This is an optimization exercise on Yosys and OpenROAD, whose aim is small area, not a production implementation.
No functional check of the RTL was part of any run shown here.

[config.mk]
export PLATFORM = sky130hd
export DESIGN_NAME = QAM
export DESIGN_NICKNAME = QAM
export VERILOG_FILES = /design/flow/design.v
export SDC_FILE = /design/flow/constraint.sdc
export NUM_CORES = 4
export LEC_CHECK = 0
export ABC_AREA = 1
export CAP_MARGIN = 20
export CORE_MARGIN = 2
export CORE_UTILIZATION = 40
export SLEW_MARGIN = 20
[constraint.sdc]
create_clock -name core_clock -period 5.0 [get_ports {clk}]
set_input_delay 1.0000 -clock core_clock [delete_from_list [all_inputs] [get_ports {clk}]]
set_output_delay 1.0000 -clock core_clock [all_outputs]
set_load 0.01 [all_outputs]
[design.v]
`timescale 1ns/10ps
module QAM(clk, rst, en, Din, IFout);
input clk, rst, en;
input Din;
output reg signed [17:0] IFout;
reg ce2;           
reg sm_ctrl;       
reg swap;          
reg [1:0] spc;     
reg sm_i, sm_q;    
reg sync_i0, sync_q0, sync_i1, sync_q1;
reg [3:0] usi;     
reg [3:0] cnt;     
wire [8:0] v;      
assign v[0] = cnt > 4'd0;
assign v[1] = cnt > 4'd1;
assign v[2] = cnt > 4'd2;
assign v[3] = cnt > 4'd3;
assign v[4] = cnt > 4'd4;
assign v[5] = cnt > 4'd5;
assign v[6] = cnt > 4'd6;
assign v[7] = cnt > 4'd7;
assign v[8] = cnt > 4'd8;
reg [8:0] sym_i, sym_q;  
reg [1:0] mix_cnt;
reg [15:0] acc;    
wire en0 = en & ce2;
wire en1 = sm_ctrl & ce2;
wire en2 = usi[3];
wire load = en2 & (usi[1:0] == 2'd2);
wire [1:0] d = usi[1:0] + 2'd1;    
wire neg = ~mix_cnt[1];
wire [8:0] s = mix_cnt[0] ? sym_i : sym_q;
wire [8:0] x = s ^ {9{neg}};
reg [15:0] g0;
always @(*) begin
  case ({d, x[0], v[0]})
    4'd0: g0 = 16'd168;
    4'd1: g0 = 16'd0;
    4'd2: g0 = 16'd168;
    4'd3: g0 = 16'd336;
    4'd4: g0 = 16'd74;
    4'd5: g0 = 16'd0;
    4'd6: g0 = 16'd74;
    4'd7: g0 = 16'd148;
    4'd8: g0 = 16'd185;
    4'd9: g0 = 16'd370;
    4'd10: g0 = 16'd185;
    4'd11: g0 = 16'd0;
    4'd12: g0 = 16'd267;
    4'd13: g0 = 16'd534;
    4'd14: g0 = 16'd267;
    4'd15: g0 = 16'd0;
  endcase
end
reg [15:0] g1;
always @(*) begin
  case ({d, x[1], v[1]})
    4'd0: g1 = 16'd36;
    4'd1: g1 = 16'd72;
    4'd2: g1 = 16'd36;
    4'd3: g1 = 16'd0;
    4'd4: g1 = 16'd276;
    4'd5: g1 = 16'd0;
    4'd6: g1 = 16'd276;
    4'd7: g1 = 16'd552;
    4'd8: g1 = 16'd233;
    4'd9: g1 = 16'd0;
    4'd10: g1 = 16'd233;
    4'd11: g1 = 16'd466;
    4'd12: g1 = 16'd278;
    4'd13: g1 = 16'd556;
    4'd14: g1 = 16'd278;
    4'd15: g1 = 16'd0;
  endcase
end
reg [15:0] g2;
always @(*) begin
  case ({d, x[2], v[2]})
    4'd0: g2 = 16'd713;
    4'd1: g2 = 16'd1426;
    4'd2: g2 = 16'd713;
    4'd3: g2 = 16'd0;
    4'd4: g2 = 16'd238;
    4'd5: g2 = 16'd476;
    4'd6: g2 = 16'd238;
    4'd7: g2 = 16'd0;
    4'd8: g2 = 16'd1262;
    4'd9: g2 = 16'd0;
    4'd10: g2 = 16'd1262;
    4'd11: g2 = 16'd2524;
    4'd12: g2 = 16'd2592;
    4'd13: g2 = 16'd0;
    4'd14: g2 = 16'd2592;
    4'd15: g2 = 16'd5184;
  endcase
end
reg [15:0] g3;
always @(*) begin
  case ({d, x[3], v[3]})
    4'd0: g3 = 16'd1730;
    4'd1: g3 = 16'd0;
    4'd2: g3 = 16'd1730;
    4'd3: g3 = 16'd3460;
    4'd4: g3 = 16'd2598;
    4'd5: g3 = 16'd5196;
    4'd6: g3 = 16'd2598;
    4'd7: g3 = 16'd0;
    4'd8: g3 = 16'd9499;
    4'd9: g3 = 16'd18998;
    4'd10: g3 = 16'd9499;
    4'd11: g3 = 16'd0;
    4'd12: g3 = 16'd15958;
    4'd13: g3 = 16'd31916;
    4'd14: g3 = 16'd15958;
    4'd15: g3 = 16'd0;
  endcase
end
reg [15:0] g4;
always @(*) begin
  case ({d, x[4], v[4]})
    4'd0: g4 = 16'd18584;
    4'd1: g4 = 16'd37168;
    4'd2: g4 = 16'd18584;
    4'd3: g4 = 16'd0;
    4'd4: g4 = 16'd15958;
    4'd5: g4 = 16'd31916;
    4'd6: g4 = 16'd15958;
    4'd7: g4 = 16'd0;
    4'd8: g4 = 16'd9499;
    4'd9: g4 = 16'd18998;
    4'd10: g4 = 16'd9499;
    4'd11: g4 = 16'd0;
    4'd12: g4 = 16'd2598;
    4'd13: g4 = 16'd5196;
    4'd14: g4 = 16'd2598;
    4'd15: g4 = 16'd0;
  endcase
end
reg [15:0] g5;
always @(*) begin
  case ({d, x[5], v[5]})
    4'd0: g5 = 16'd1730;
    4'd1: g5 = 16'd0;
    4'd2: g5 = 16'd1730;
    4'd3: g5 = 16'd3460;
    4'd4: g5 = 16'd2592;
    4'd5: g5 = 16'd0;
    4'd6: g5 = 16'd2592;
    4'd7: g5 = 16'd5184;
    4'd8: g5 = 16'd1262;
    4'd9: g5 = 16'd0;
    4'd10: g5 = 16'd1262;
    4'd11: g5 = 16'd2524;
    4'd12: g5 = 16'd238;
    4'd13: g5 = 16'd476;
    4'd14: g5 = 16'd238;
    4'd15: g5 = 16'd0;
  endcase
end
reg [15:0] g6;
always @(*) begin
  case ({d, x[6], v[6]})
    4'd0: g6 = 16'd713;
    4'd1: g6 = 16'd1426;
    4'd2: g6 = 16'd713;
    4'd3: g6 = 16'd0;
    4'd4: g6 = 16'd278;
    4'd5: g6 = 16'd556;
    4'd6: g6 = 16'd278;
    4'd7: g6 = 16'd0;
    4'd8: g6 = 16'd233;
    4'd9: g6 = 16'd0;
    4'd10: g6 = 16'd233;
    4'd11: g6 = 16'd466;
    4'd12: g6 = 16'd276;
    4'd13: g6 = 16'd0;
    4'd14: g6 = 16'd276;
    4'd15: g6 = 16'd552;
  endcase
end
reg [15:0] g7;
always @(*) begin
  case ({d, x[7], v[7]})
    4'd0: g7 = 16'd36;
    4'd1: g7 = 16'd72;
    4'd2: g7 = 16'd36;
    4'd3: g7 = 16'd0;
    4'd4: g7 = 16'd267;
    4'd5: g7 = 16'd534;
    4'd6: g7 = 16'd267;
    4'd7: g7 = 16'd0;
    4'd8: g7 = 16'd185;
    4'd9: g7 = 16'd370;
    4'd10: g7 = 16'd185;
    4'd11: g7 = 16'd0;
    4'd12: g7 = 16'd74;
    4'd13: g7 = 16'd0;
    4'd14: g7 = 16'd74;
    4'd15: g7 = 16'd148;
  endcase
end
reg [15:0] g8;
always @(*) begin
  case ({d, x[8], v[8]})
    4'd0: g8 = 16'd168;
    4'd1: g8 = 16'd0;
    4'd2: g8 = 16'd168;
    4'd3: g8 = 16'd336;
    4'd4: g8 = 16'd0;
    4'd5: g8 = 16'd0;
    4'd6: g8 = 16'd0;
    4'd7: g8 = 16'd0;
    4'd8: g8 = 16'd0;
    4'd9: g8 = 16'd0;
    4'd10: g8 = 16'd0;
    4'd11: g8 = 16'd0;
    4'd12: g8 = 16'd0;
    4'd13: g8 = 16'd0;
    4'd14: g8 = 16'd0;
    4'd15: g8 = 16'd0;
  endcase
end
reg [15:0] kt;
always @(*) begin
  case (d)
    2'd0: kt = 16'd41658;
    2'd1: kt = 16'd43255;
    2'd2: kt = 16'd43178;
    2'd3: kt = 16'd43255;
  endcase
end
wire fs1 = g0[3] ^ g1[3] ^ g2[3];
wire fc2 = (g0[3] & g1[3]) | (g0[3] & g2[3]) | (g1[3] & g2[3]);
wire fs3 = g0[4] ^ g1[4] ^ g2[4];
wire fc4 = (g0[4] & g1[4]) | (g0[4] & g2[4]) | (g1[4] & g2[4]);
wire fs5 = g0[5] ^ g1[5] ^ g2[5];
wire fc6 = (g0[5] & g1[5]) | (g0[5] & g2[5]) | (g1[5] & g2[5]);
wire fs7 = g0[6] ^ g1[6] ^ g2[6];
wire fc8 = (g0[6] & g1[6]) | (g0[6] & g2[6]) | (g1[6] & g2[6]);
wire fs9 = g0[7] ^ g1[7] ^ g2[7];
wire fc10 = (g0[7] & g1[7]) | (g0[7] & g2[7]) | (g1[7] & g2[7]);
wire fs11 = g0[8] ^ g1[8] ^ g2[8];
wire fc12 = (g0[8] & g1[8]) | (g0[8] & g2[8]) | (g1[8] & g2[8]);
wire fs13 = g0[9] ^ g1[9] ^ g2[9];
wire fc14 = (g0[9] & g1[9]) | (g0[9] & g2[9]) | (g1[9] & g2[9]);
wire fs15 = g0[0] ^ g1[0] ^ g2[0];
wire fc16 = (g0[0] & g1[0]) | (g0[0] & g2[0]) | (g1[0] & g2[0]);
wire fs17 = g0[1] ^ g1[1] ^ g2[1];
wire fc18 = (g0[1] & g1[1]) | (g0[1] & g2[1]) | (g1[1] & g2[1]);
wire fs19 = g3[1] ^ g4[1] ^ g5[1];
wire fc20 = (g3[1] & g4[1]) | (g3[1] & g5[1]) | (g4[1] & g5[1]);
wire fs21 = g0[2] ^ g1[2] ^ g2[2];
wire fc22 = (g0[2] & g1[2]) | (g0[2] & g2[2]) | (g1[2] & g2[2]);
wire fs23 = g3[2] ^ g4[2] ^ g5[2];
wire fc24 = (g3[2] & g4[2]) | (g3[2] & g5[2]) | (g4[2] & g5[2]);
wire fs25 = g6[2] ^ g7[2] ^ kt[2];
wire fc26 = (g6[2] & g7[2]) | (g6[2] & kt[2]) | (g7[2] & kt[2]);
wire fs27 = fs1 ^ g3[3] ^ g4[3];
wire fc28 = (fs1 & g3[3]) | (fs1 & g4[3]) | (g3[3] & g4[3]);
wire fs29 = g5[3] ^ g6[3] ^ g7[3];
wire fc30 = (g5[3] & g6[3]) | (g5[3] & g7[3]) | (g6[3] & g7[3]);
wire hs31 = g8[3] ^ kt[3];
wire hc32 = g8[3] & kt[3];
wire fs33 = fc2 ^ fs3 ^ g3[4];
wire fc34 = (fc2 & fs3) | (fc2 & g3[4]) | (fs3 & g3[4]);
wire fs35 = g4[4] ^ g5[4] ^ g6[4];
wire fc36 = (g4[4] & g5[4]) | (g4[4] & g6[4]) | (g5[4] & g6[4]);
wire fs37 = g7[4] ^ g8[4] ^ kt[4];
wire fc38 = (g7[4] & g8[4]) | (g7[4] & kt[4]) | (g8[4] & kt[4]);
wire fs39 = fc4 ^ fs5 ^ g3[5];
wire fc40 = (fc4 & fs5) | (fc4 & g3[5]) | (fs5 & g3[5]);
wire fs41 = g4[5] ^ g5[5] ^ g6[5];
wire fc42 = (g4[5] & g5[5]) | (g4[5] & g6[5]) | (g5[5] & g6[5]);
wire fs43 = g7[5] ^ g8[5] ^ 1'b1;
wire fc44 = (g7[5] & g8[5]) | (g7[5] & 1'b1) | (g8[5] & 1'b1);
wire fs45 = fc6 ^ fs7 ^ g3[6];
wire fc46 = (fc6 & fs7) | (fc6 & g3[6]) | (fs7 & g3[6]);
wire fs47 = g4[6] ^ g5[6] ^ g6[6];
wire fc48 = (g4[6] & g5[6]) | (g4[6] & g6[6]) | (g5[6] & g6[6]);
wire fs49 = g7[6] ^ g8[6] ^ kt[6];
wire fc50 = (g7[6] & g8[6]) | (g7[6] & kt[6]) | (g8[6] & kt[6]);
wire fs51 = fc8 ^ fs9 ^ g3[7];
wire fc52 = (fc8 & fs9) | (fc8 & g3[7]) | (fs9 & g3[7]);
wire fs53 = g4[7] ^ g5[7] ^ g6[7];
wire fc54 = (g4[7] & g5[7]) | (g4[7] & g6[7]) | (g5[7] & g6[7]);
wire fs55 = g7[7] ^ g8[7] ^ 1'b1;
wire fc56 = (g7[7] & g8[7]) | (g7[7] & 1'b1) | (g8[7] & 1'b1);
wire fs57 = fc10 ^ fs11 ^ g3[8];
wire fc58 = (fc10 & fs11) | (fc10 & g3[8]) | (fs11 & g3[8]);
wire fs59 = g4[8] ^ g5[8] ^ g6[8];
wire fc60 = (g4[8] & g5[8]) | (g4[8] & g6[8]) | (g5[8] & g6[8]);
wire hs61 = g7[8] ^ g8[8];
wire hc62 = g7[8] & g8[8];
wire fs63 = fc12 ^ fs13 ^ g3[9];
wire fc64 = (fc12 & fs13) | (fc12 & g3[9]) | (fs13 & g3[9]);
wire fs65 = g4[9] ^ g5[9] ^ g6[9];
wire fc66 = (g4[9] & g5[9]) | (g4[9] & g6[9]) | (g5[9] & g6[9]);
wire hs67 = g7[9] ^ kt[9];
wire hc68 = g7[9] & kt[9];
wire fs69 = fc14 ^ g2[10] ^ g3[10];
wire fc70 = (fc14 & g2[10]) | (fc14 & g3[10]) | (g2[10] & g3[10]);
wire fs71 = g4[10] ^ g5[10] ^ g6[10];
wire fc72 = (g4[10] & g5[10]) | (g4[10] & g6[10]) | (g5[10] & g6[10]);
wire fs73 = g2[11] ^ g3[11] ^ g4[11];
wire fc74 = (g2[11] & g3[11]) | (g2[11] & g4[11]) | (g3[11] & g4[11]);
wire fs75 = fs15 ^ g3[0] ^ g4[0];
wire fc76 = (fs15 & g3[0]) | (fs15 & g4[0]) | (g3[0] & g4[0]);
wire fs77 = fc16 ^ fs17 ^ fs19;
wire fc78 = (fc16 & fs17) | (fc16 & fs19) | (fs17 & fs19);
wire fs79 = g6[1] ^ g7[1] ^ 1'b1;
wire fc80 = (g6[1] & g7[1]) | (g6[1] & 1'b1) | (g7[1] & 1'b1);
wire fs81 = fc18 ^ fc20 ^ fs21;
wire fc82 = (fc18 & fc20) | (fc18 & fs21) | (fc20 & fs21);
wire hs83 = fs23 ^ fs25;
wire hc84 = fs23 & fs25;
wire fs85 = fc22 ^ fc24 ^ fc26;
wire fc86 = (fc22 & fc24) | (fc22 & fc26) | (fc24 & fc26);
wire fs87 = fs27 ^ fs29 ^ hs31;
wire fc88 = (fs27 & fs29) | (fs27 & hs31) | (fs29 & hs31);
wire fs89 = fc28 ^ fc30 ^ hc32;
wire fc90 = (fc28 & fc30) | (fc28 & hc32) | (fc30 & hc32);
wire fs91 = fs33 ^ fs35 ^ fs37;
wire fc92 = (fs33 & fs35) | (fs33 & fs37) | (fs35 & fs37);
wire fs93 = fc34 ^ fc36 ^ fc38;
wire fc94 = (fc34 & fc36) | (fc34 & fc38) | (fc36 & fc38);
wire fs95 = fs39 ^ fs41 ^ fs43;
wire fc96 = (fs39 & fs41) | (fs39 & fs43) | (fs41 & fs43);
wire fs97 = fc40 ^ fc42 ^ fc44;
wire fc98 = (fc40 & fc42) | (fc40 & fc44) | (fc42 & fc44);
wire fs99 = fs45 ^ fs47 ^ fs49;
wire fc100 = (fs45 & fs47) | (fs45 & fs49) | (fs47 & fs49);
wire fs101 = fc46 ^ fc48 ^ fc50;
wire fc102 = (fc46 & fc48) | (fc46 & fc50) | (fc48 & fc50);
wire fs103 = fs51 ^ fs53 ^ fs55;
wire fc104 = (fs51 & fs53) | (fs51 & fs55) | (fs53 & fs55);
wire fs105 = fc52 ^ fc54 ^ fc56;
wire fc106 = (fc52 & fc54) | (fc52 & fc56) | (fc54 & fc56);
wire fs107 = fs57 ^ fs59 ^ hs61;
wire fc108 = (fs57 & fs59) | (fs57 & hs61) | (fs59 & hs61);
wire fs109 = fc58 ^ fc60 ^ hc62;
wire fc110 = (fc58 & fc60) | (fc58 & hc62) | (fc60 & hc62);
wire fs111 = fs63 ^ fs65 ^ hs67;
wire fc112 = (fs63 & fs65) | (fs63 & hs67) | (fs65 & hs67);
wire fs113 = fc64 ^ fc66 ^ hc68;
wire fc114 = (fc64 & fc66) | (fc64 & hc68) | (fc66 & hc68);
wire hs115 = fs69 ^ fs71;
wire hc116 = fs69 & fs71;
wire fs117 = fc70 ^ fc72 ^ fs73;
wire fc118 = (fc70 & fc72) | (fc70 & fs73) | (fc72 & fs73);
wire hs119 = g5[11] ^ kt[11];
wire hc120 = g5[11] & kt[11];
wire fs121 = fc74 ^ g2[12] ^ g3[12];
wire fc122 = (fc74 & g2[12]) | (fc74 & g3[12]) | (g2[12] & g3[12]);
wire hs123 = g4[12] ^ g5[12];
wire hc124 = g4[12] & g5[12];
wire fs125 = g3[13] ^ g4[13] ^ 1'b1;
wire fc126 = (g3[13] & g4[13]) | (g3[13] & 1'b1) | (g4[13] & 1'b1);
wire fs127 = fs75 ^ g6[0] ^ g7[0];
wire fc128 = (fs75 & g6[0]) | (fs75 & g7[0]) | (g6[0] & g7[0]);
wire fs129 = fc76 ^ fs77 ^ fs79;
wire fc130 = (fc76 & fs77) | (fc76 & fs79) | (fs77 & fs79);
wire fs131 = fc78 ^ fc80 ^ fs81;
wire fc132 = (fc78 & fc80) | (fc78 & fs81) | (fc80 & fs81);
wire fs133 = fc82 ^ hc84 ^ fs85;
wire fc134 = (fc82 & hc84) | (fc82 & fs85) | (hc84 & fs85);
wire fs135 = fc86 ^ fc88 ^ fs89;
wire fc136 = (fc86 & fc88) | (fc86 & fs89) | (fc88 & fs89);
wire fs137 = fc90 ^ fc92 ^ fs93;
wire fc138 = (fc90 & fc92) | (fc90 & fs93) | (fc92 & fs93);
wire fs139 = fc94 ^ fc96 ^ fs97;
wire fc140 = (fc94 & fc96) | (fc94 & fs97) | (fc96 & fs97);
wire fs141 = fc98 ^ fc100 ^ fs101;
wire fc142 = (fc98 & fc100) | (fc98 & fs101) | (fc100 & fs101);
wire fs143 = fc102 ^ fc104 ^ fs105;
wire fc144 = (fc102 & fc104) | (fc102 & fs105) | (fc104 & fs105);
wire fs145 = fc106 ^ fc108 ^ fs109;
wire fc146 = (fc106 & fc108) | (fc106 & fs109) | (fc108 & fs109);
wire fs147 = fc110 ^ fc112 ^ fs113;
wire fc148 = (fc110 & fc112) | (fc110 & fs113) | (fc112 & fs113);
wire fs149 = fc114 ^ hc116 ^ fs117;
wire fc150 = (fc114 & hc116) | (fc114 & fs117) | (hc116 & fs117);
wire fs151 = fc118 ^ hc120 ^ fs121;
wire fc152 = (fc118 & hc120) | (fc118 & fs121) | (hc120 & fs121);
wire fs153 = fc122 ^ hc124 ^ fs125;
wire fc154 = (fc122 & hc124) | (fc122 & fs125) | (hc124 & fs125);
wire fs155 = fc126 ^ g3[14] ^ g4[14];
wire fc156 = (fc126 & g3[14]) | (fc126 & g4[14]) | (g3[14] & g4[14]);
wire fs157 = fc130 ^ fs131 ^ hs83;
wire fc158 = (fc130 & fs131) | (fc130 & hs83) | (fs131 & hs83);
wire fs159 = fc132 ^ fs133 ^ fs87;
wire fc160 = (fc132 & fs133) | (fc132 & fs87) | (fs133 & fs87);
wire fs161 = fc134 ^ fs135 ^ fs91;
wire fc162 = (fc134 & fs135) | (fc134 & fs91) | (fs135 & fs91);
wire fs163 = fc136 ^ fs137 ^ fs95;
wire fc164 = (fc136 & fs137) | (fc136 & fs95) | (fs137 & fs95);
wire fs165 = fc138 ^ fs139 ^ fs99;
wire fc166 = (fc138 & fs139) | (fc138 & fs99) | (fs139 & fs99);
wire fs167 = fc140 ^ fs141 ^ fs103;
wire fc168 = (fc140 & fs141) | (fc140 & fs103) | (fs141 & fs103);
wire fs169 = fc142 ^ fs143 ^ fs107;
wire fc170 = (fc142 & fs143) | (fc142 & fs107) | (fs143 & fs107);
wire fs171 = fc144 ^ fs145 ^ fs111;
wire fc172 = (fc144 & fs145) | (fc144 & fs111) | (fs145 & fs111);
wire fs173 = fc146 ^ fs147 ^ hs115;
wire fc174 = (fc146 & fs147) | (fc146 & hs115) | (fs147 & hs115);
wire fs175 = fc148 ^ fs149 ^ hs119;
wire fc176 = (fc148 & fs149) | (fc148 & hs119) | (fs149 & hs119);
wire fs177 = fc150 ^ fs151 ^ hs123;
wire fc178 = (fc150 & fs151) | (fc150 & hs123) | (fs151 & hs123);
wire hs179 = fc152 ^ fs153;
wire hc180 = fc152 & fs153;
wire hs181 = fc154 ^ fs155;
wire hc182 = fc154 & fs155;
wire fs183 = fc156 ^ g4[15] ^ 1'b1;
wire [15:0] cpa_a = {hc182, hc180, fc178, fc176, fc174, fc172, fc170, fc168, fc166, fc164, fc162, fc160, fc158, fs157, fc128, fs127};
wire [15:0] cpa_b = {fs183, hs181, hs179, fs177, fs175, fs173, fs171, fs169, fs167, fs165, fs163, fs161, fs159, 1'b0, fs129, kt[0]};
wire [15:0] cpa_s = cpa_a + cpa_b;
wire [15:0] nxt = {cpa_s[15], cpa_s[14], cpa_s[13], cpa_s[12], cpa_s[11], cpa_s[10], cpa_s[9], cpa_s[8], cpa_s[7], cpa_s[6], cpa_s[5], cpa_s[4], cpa_s[3], cpa_s[2], cpa_s[1], cpa_s[0]};
always @(posedge clk or posedge rst) begin
	if (rst) begin
		ce2 <= 1'b0; sm_ctrl <= 1'b0; swap <= 1'b0; spc <= 2'd0;
		sm_i <= 1'b0; sm_q <= 1'b0;
		sync_i0 <= 1'b0; sync_q0 <= 1'b0; sync_i1 <= 1'b0; sync_q1 <= 1'b0;
		usi <= 4'd0; cnt <= 4'd0; sym_i <= 9'd0; sym_q <= 9'd0;
		mix_cnt <= 2'd0; acc <= 16'd0;
	end
	else begin
		ce2 <= ~ce2;
		if (ce2) sm_ctrl <= ~sm_ctrl;
		if (en0) begin
			swap <= ~swap;
			if (!swap) spc[0] <= Din;
			else spc <= {spc[0], Din};
		end
		if (en1) begin
			sm_i <= spc[1];
			sm_q <= spc[0];
		end
		sync_i0 <= sm_i; sync_q0 <= sm_q;
		sync_i1 <= sync_i0; sync_q1 <= sync_q0;
		if (!usi[3]) begin
			if (en) usi <= usi + 4'd1;
		end
		else usi[1:0] <= usi[1:0] + 2'd1;
		if (load) begin
			sym_i <= {sym_i[7:0], sync_i1};
			sym_q <= {sym_q[7:0], sync_q1};
			if (cnt != 4'd9) cnt <= cnt + 4'd1;
		end
		if (en) mix_cnt <= mix_cnt + 2'd1;
		acc <= nxt;
	end
end
always @(*) IFout = {acc[15], acc[15], acc};
endmodule
[run.sh]
#!/bin/bash
# synth_recipe.tcl (not shown) runs the flow's synth.tcl, then flattens the netlist and writes it again
# the make line also repeats each setting of config.mk as NAME=value (left out here)
make -C /OpenROAD-flow-scripts/flow DESIGN_CONFIG=/design/flow/config.mk WORK_HOME=/design/flow/orfs CLKGATE_MAP_FILE= SYNTH_SCRIPT=/design/flow/synth_recipe.tcl finish
==> flow_summary.ini, run 1 <==
[critical_path]
worstPathMaxFanout = 7
required_ns = 5.21
critPathLaunchType = flop
criticalPathCategory = reg -> reg
cp.arrival_ns = 5.11
end_kind = flop

[timing]
fin_crit_ns = 4.90
slew_headroom_pct = 36.7
drv_slew = 0
finalCritPeriodShare_pct = 97.9
rsz0062_at_grt = true
worst_hold_slack_ns = 0.356
final_hold_viol_count = 0
worst_pin_slew_ns = 0.948
fmax_ghz = 0.204
worst_slack_ns = 0.104
fin_setup_tns_ns = 0
fin_skew_ns = 0.0183
final-setup-viol-count = 0

[place]
io_buffers = 21
place_area_um2 = 7290
place_congestion = 0.927
dp_hpwl_mm = 13.9
dp_worst_setup_slack_ns = -0.0641

[grt]
grt_overflow = 0
grt_pass1_wl_mm = 27.6
grt_max_degree = 39
antenna_found_initial = 0
grt_use_total_pct = 20.5
grt_pass1_vias = 5377

[yosys]
seq_area_frac_synth_pct = 21.2
synthesis.nets = 976
synth.avg_cell_area_um2 = 7.56
ys.flop_type = dfrtp_1
ys_seq_elements = 55
synth_edf_count = 0
syn_inst = 859
async_flop_share_pct = 100
synth_cell_types = 39
synth_area_um2 = 6490
synth_warnings = 1

[floorplanning]
core_um2 = 15900
dieArea_um2 = 17300
start_util_pct = 40.9
rows = 46
pin_count = 22
die_x_um = 131
die_y_um = 131

[finish]
final_common_cell = nand2_1
antenna_cells = 0
layout-drive-gt1-share_pct = 24.3
final_area_um2 = 8040
fillerInstances = 1579
layout.nets = 1045
final_cell_mix = nand2_1 (191), inv_1 (155), fa_1 (64)
area_growth_syn_to_layout_pct = 23.9

[route]
ant_nets = 0
viasPerCell = 4.84
wl_mm = 17.4
drc = 0
firstDrtPassIters = 5
drt_first_iter_violations = 358
vias = 5540
post_drt_wl_per_cell_um = 15.2

[cts]
clock-sinks = 55
clockBufferDepth = 2
clockRootBuffer = clkbuf_16
clk_pin_slew_worst_paths_ns = 0.09
cts_tree = yes
cts_buffers = 5
insertion_delay_ns = 0.33
htree_num_levels = 2

[run_status]
status = complete, no violations

[hold_path]
worstHoldPathType = reg -> reg

[run]
max_cap_viol_count = 0
-- worst max-delay path: stages, from the launching register on --
cell and delay (ns):
dfrtp_1 0.39, inv_2 0.08, ha_4 0.25, buf_12 0.15, nor2_4 0.14, clkinv_4 0.09
o21ai_2 0.15, inv_2 0.06, fa_1 0.55, inv_1 0.06, fa_1 0.51, fa_2 0.41
fa_1 0.48, inv_1 0.05, fa_1 0.48, inv_2 0.05, ha_4 0.32, nand2_4 0.06
inv_4 0.08, nand2_2 0.05, nor3_2 0.18, a21oi_1 0.09, nand2_1 0.06, nand2_1 0.04
-- cell families after synthesis --
kind of cell | count (synthesis) | synth area share, %
xor gates and xnor gates | 19 | 2.56
and+or+nand+nor | 361 | 24.2
buffers and inverters | 214 | 12.9
adders and majority gates | 113 | 30.9
muxes | 1 | 0.173
DFF | 55 | 21.2
AOI/OAI and AO/OA | 96 | 7.98
-- registers in the layout, indices dropped and copies added (netlist names), 2 cells and up --
name / cells
acc: 16
cnt: 4
mix_cnt: 2
spc: 2
sym_i: 9
sym_q: 9
usi: 4
-- metrics by stage --
step	util [%]	std cells
2_1_floorplan	-	859
3_3_place_gp	45.9	1113
3_5_place_dp	45.9	1113
4_1_cts	47.1	1121
5_1_grt	50.6	1145
6_report	50.6	1145
-- metal layers --
metal	routed length [um]	track usage, %	part of all wire, %
met5	0	0	0
met4	493	6.16	2.8
met3	879	3.67	5.0
met2	8210	33.4	47
met1	7820	27.8	45
-- cell usage after synthesis, types with 2 or more instances --
library cell,count,area (um^2)
o211ai_1,3,22.5
clkbuf_1,9,33.8
nand2_2,9,56.3
xor2_1,15,131
inv_1,177,664
o21ai_0,40,200
nand2_1,218,818
a31oi_1,2,12.5
nor2_2,3,18.8
dfrtp_1,55,1380
o21a_1,3,22.5
xnor2_1,4,35.0
nand3b_1,3,22.5
o21ai_2,2,17.5
a21oi_1,33,165
nor2_1,51,191
buf_2,9,45.0
o21ai_1,7,35.0
and2_1,3,18.8
buf_4,4,30.0
inv_2,12,45.0
nand4_1,10,62.6
nand3_2,3,30.0
fa_1,79,1580
o22ai_1,3,18.8
nor2_4,6,67.6
nand3_1,51,255
ha_1,34,425
-- worst paths after layout --
check | from | to | slack (ns) | depth (start not counted)
setup / recovery | usi[1]$_DFFE_PP0P_ | acc[15]$_DFF_PP0_ | 0.10 | 23
hold / removal | sync_q0$_DFF_PP0_ | sync_q1$_DFF_PP0_ | 0.36 | 0
setup reg to reg | usi[1]$_DFFE_PP0P_ | acc[15]$_DFF_PP0_ | 0.10 | 23
hold reg to reg | sync_q0$_DFF_PP0_ | sync_q1$_DFF_PP0_ | 0.36 | 0
max in group asynchronous | rst | mix_cnt[0]$_DFFE_PP0P_ | 3.13 | 3
min in group asynchronous | rst | acc[2]$_DFF_PP0_ | 0.99 | 2
-- final cells by class --
type	count	area [um^2]	area share, %
Multi-Input combinational cell	590	4760	59.2
Sequential cell	55	1380	17.1
Timing Repair Buffer	86	743	9.24
Inverter	190	734	9.13
Tap cell	216	270	3.36
Clock buffer	5	125	1.56
Clock inverter	3	33.8	0.420
-- what timing repair did --
item | CTS | global route
hold buffers | 0 | 0
pin swaps | 1 | 73
buffers inserted | 0 | 23
cloned | 0 | 1
setup endpoints to repair | 6 | 11
resized for setup | 6 | 121
==> run 2, diff against run 1 <==
--- a/design.v
+++ b/design.v
@@ -413,10 +413,38 @@
 wire hs181 = fc154 ^ fs155;
 wire hc182 = fc154 & fs155;
 wire fs183 = fc156 ^ g4[15] ^ 1'b1;
-wire [15:0] cpa_a = {hc182, hc180, fc178, fc176, fc174, fc172, fc170, fc168, fc166, fc164, fc162, fc160, fc158, fs157, fc128, fs127};
-wire [15:0] cpa_b = {fs183, hs181, hs179, fs177, fs175, fs173, fs171, fs169, fs167, fs165, fs163, fs161, fs159, 1'b0, fs129, kt[0]};
-wire [15:0] cpa_s = cpa_a + cpa_b;
-wire [15:0] nxt = {cpa_s[15], cpa_s[14], cpa_s[13], cpa_s[12], cpa_s[11], cpa_s[10], cpa_s[9], cpa_s[8], cpa_s[7], cpa_s[6], cpa_s[5], cpa_s[4], cpa_s[3], cpa_s[2], cpa_s[1], cpa_s[0]};
+wire rs185 = fs127 ^ kt[0];
+wire rc186 = fs127 & kt[0];
+wire rs187 = fc128 ^ fs129 ^ rc186;
+wire rc188 = (fc128 & fs129) | (fc128 & rc186) | (fs129 & rc186);
+wire rs189 = fs157 ^ rc188;
+wire rc190 = fs157 & rc188;
+wire rs191 = fc158 ^ fs159 ^ rc190;
+wire rc192 = (fc158 & fs159) | (fc158 & rc190) | (fs159 & rc190);
+wire rs193 = fc160 ^ fs161 ^ rc192;
+wire rc194 = (fc160 & fs161) | (fc160 & rc192) | (fs161 & rc192);
+wire rs195 = fc162 ^ fs163 ^ rc194;
+wire rc196 = (fc162 & fs163) | (fc162 & rc194) | (fs163 & rc194);
+wire rs197 = fc164 ^ fs165 ^ rc196;
+wire rc198 = (fc164 & fs165) | (fc164 & rc196) | (fs165 & rc196);
+wire rs199 = fc166 ^ fs167 ^ rc198;
+wire rc200 = (fc166 & fs167) | (fc166 & rc198) | (fs167 & rc198);
+wire rs201 = fc168 ^ fs169 ^ rc200;
+wire rc202 = (fc168 & fs169) | (fc168 & rc200) | (fs169 & rc200);
+wire rs203 = fc170 ^ fs171 ^ rc202;
+wire rc204 = (fc170 & fs171) | (fc170 & rc202) | (fs171 & rc202);
+wire rs205 = fc172 ^ fs173 ^ rc204;
+wire rc206 = (fc172 & fs173) | (fc172 & rc204) | (fs173 & rc204);
+wire rs207 = fc174 ^ fs175 ^ rc206;
+wire rc208 = (fc174 & fs175) | (fc174 & rc206) | (fs175 & rc206);
+wire rs209 = fc176 ^ fs177 ^ rc208;
+wire rc210 = (fc176 & fs177) | (fc176 & rc208) | (fs177 & rc208);
+wire rs211 = fc178 ^ hs179 ^ rc210;
+wire rc212 = (fc178 & hs179) | (fc178 & rc210) | (hs179 & rc210);
+wire rs213 = hc180 ^ hs181 ^ rc212;
+wire rc214 = (hc180 & hs181) | (hc180 & rc212) | (hs181 & rc212);
+wire rs215 = hc182 ^ fs183 ^ rc214;
+wire [15:0] nxt = {rs215, rs213, rs211, rs209, rs207, rs205, rs203, rs201, rs199, rs197, rs195, rs193, rs191, rs189, rs187, rs185};
 always @(posedge clk or posedge rst) begin
 	if (rst) begin
 		ce2 <= 1'b0; sm_ctrl <= 1'b0; swap <= 1'b0; spc <= 2'd0;
==> flow_summary.ini, run 2 <==
[timing]
worst_pin_slew_ns = 0.734
final_hold_viol_count = 0
slew_headroom_pct = 51.1
worst_slack_ns = -2.91
final-setup-viol-count = 10
fin_skew_ns = 0.0112
drv_slew = 0
finalCritPeriodShare_pct = 158
rsz0062_at_grt = true
fmax_ghz = 0.126
fin_crit_ns = 7.91

[critical_path]
worst_path_max_delay_cell = fa_2
cp.arrival_ns = 8.14
required_ns = 5.22
worstPathMaxFanout = 5
crit_path_max_incr_delay_ns = 0.58
cp_common_cell = fa_2
end_kind = flop
critPathLaunchType = flop
criticalPathCategory = reg -> reg

[floorplanning]
start_util_pct = 41.1
rows = 44
die_y_um = 126
core_um2 = 14600
dieArea_um2 = 16000
die_x_um = 126
pin_count = 22

[finish]
regMostFlops = acc
final_cell_mix = nand2_1 (176), buf_4 (158), inv_1 (140)
fillerInstances = 1334
multiInputGateArea_um2 = 4110
largest_register_ff_count = 16
top_regs = acc (16), sym_i (9), sym_q (9)
layout.nets = 1029
final_common_cell = nand2_1
antenna_cells = 0
seq_area_um2 = 1380
final_area_um2 = 7970
layout-drive-gt1-share_pct = 29.0
area_growth_syn_to_layout_pct = 33.0

[yosys]
yosysTopAreaCellShare_pct = 30.4
synth_warnings = 1
synth.avg_cell_area_um2 = 8.06
netlist_top_cells_area = fa_1 (30%), dfrtp_1 (23%), nand2_1 (12%)
async_flop_share_pct = 100
synth_cell_types = 34
yosysTopAreaCell = fa_1
synthesis.nets = 863
ys.flop_type = dfrtp_1
seq_area_frac_synth_pct = 23.0
synth_edf_count = 0
yosys-top-cells-count = nand2_1 (191), inv_1 (162), fa_1 (91)
syn_inst = 744
synth_area_um2 = 5990
yosysMostFrequentCell = nand2_1
ys_seq_elements = 55

[cts]
clk_pin_slew_worst_paths_ns = 0.09
htree_num_levels = 2
cts_buffers = 5
cts_tree = yes
clockRootBuffer = clkbuf_16
hold_buffers = 0
clock-sinks = 55
insertion_delay_ns = 0.32
clockBufferDepth = 2

[place]
dp_worst_setup_slack_ns = -3.20
place_area_um2 = 7480
place_congestion = 0.976
dp_hpwl_mm = 13.8
io_buffers = 21

[run]
max_cap_viol_count = 0

[route]
drt_first_iter_violations = 485
viasPerCell = 4.86
post_drt_wl_per_cell_um = 15.7
drc = 0
vias = 5320
ant_nets = 0
firstDrtPassIters = 6
wl_mm = 17.2

[grt]
grt_pass1_vias = 5539
grt_overflow = 0
grt_max_degree = 56
grt_use_total_pct = 23.0
antenna_found_initial = 0
grt_pass1_wl_mm = 28.4

[run_status]
status = finished with violations
so_faults = setup timing

[hold_path]
worstHoldPathType = reg -> reg
run 2: area by class of cell:
class	instances	share of cell area (%)
clock buffer	5	1.57
clock inverter	3	0.392
inverter	168	8.01
multi-input combinational	496	51.5
sequential	55	17.3
tap	184	2.89
timing repair buffer	184	18.3
run 2: logic make-up after synthesis:
kind of cell	count (synthesis)	synth area share [%]
and+or+nand+nor	300	20.9
buffers and inverters	193	12.8
adders and majority gates	115	35.4
AOI/OAI and AO/OA	67	5.87
DFF	55	23.0
xor gates and xnor gates	11	1.61
muxes	3	0.543
run 2: worst max-delay path, delay by kind of cell (launching register included):
family / cells / cell delay [ns]
flops: 1 / 0.46
buf+inv: 12 / 0.67
fa+ha+maj: 17 / 5.72
xor+xnor: 1 / 0.14
simple gates: 9 / 0.86
run 2: repair_timing:
action / 4_1_cts / 5_1_grt
endpoints found under the setup margin: 11 / 11
gates resized for setup: 40 / 37
setup buffers: 5 / 8
pin swaps: 5 / 5
run 2: through the flow:
stage | hold WS, ns | utilization (%) | TNS, ns | instances
global placement | 0.335 | 51.3 | -15.68 | 1074
floorplan | 0.331 | - | -15.79 | 744
detailed placement | 0.337 | 51.3 | -16.71 | 1074
CTS | 0.361 | 53.3 | -14.34 | 1087
global route | 0.369 | 54.6 | -16.62 | 1095
finish | 0.357 | 54.6 | -14.32 | 1095
run 2: per-layer routing:
layer	vias to the layer above	part of all wire (%)	global-route usage [%]
li1	2547	-	-
met1	2565	43	31.7
met2	171	46	36.2
met3	37	7.2	4.56
met4	0	3.5	8.34
met5	-	0	0
run 2: worst paths after layout:
path | start | endpoint | cells past startpoint | slack, ns
hold / removal | sync_q0$_DFF_PP0_ | sync_q1$_DFF_PP0_ | 0 | 0.36
setup / recovery | cnt[0]$_DFFE_PP0P_ | acc[15]$_DFF_PP0_ | 39 | -2.91
max in group asynchronous | rst | cnt[0]$_DFFE_PP0P_ | 3 | 3.28
setup reg to reg | cnt[0]$_DFFE_PP0P_ | acc[15]$_DFF_PP0_ | 39 | -2.91
hold reg to reg | sync_q0$_DFF_PP0_ | sync_q1$_DFF_PP0_ | 0 | 0.36
min in group asynchronous | rst | acc[0]$_DFF_PP0_ | 3 | 1.21

[separate check: timing with driven ports]
No port has a modelled driver above. Below, the same layouts with a new extraction and two added sets of constraints. Step 1 sets driving cells, clkbuf_16 on the clock port and buf_2 on the other inputs (assumed; they add their load-dependent delay and slew). Step 2, shift: input delay + t, output delay - t, t = (earliest + latest rising clock arrival at the registers) / 2. This alone moves slack from input paths to output paths. Three values: no drivers, after step 1, after step 2; two values: the first two.
run | t (ns) | slack for setup (ns) | worst data-port slew with drivers (ns) | cell pins on the clock port's net
run 1 | 0.362 | 0.104 / 0.104 / 0.104 | 0.03 | 1
run 2 | 0.354 | -2.911 / -2.911 / -2.911 | 0.04 | 1
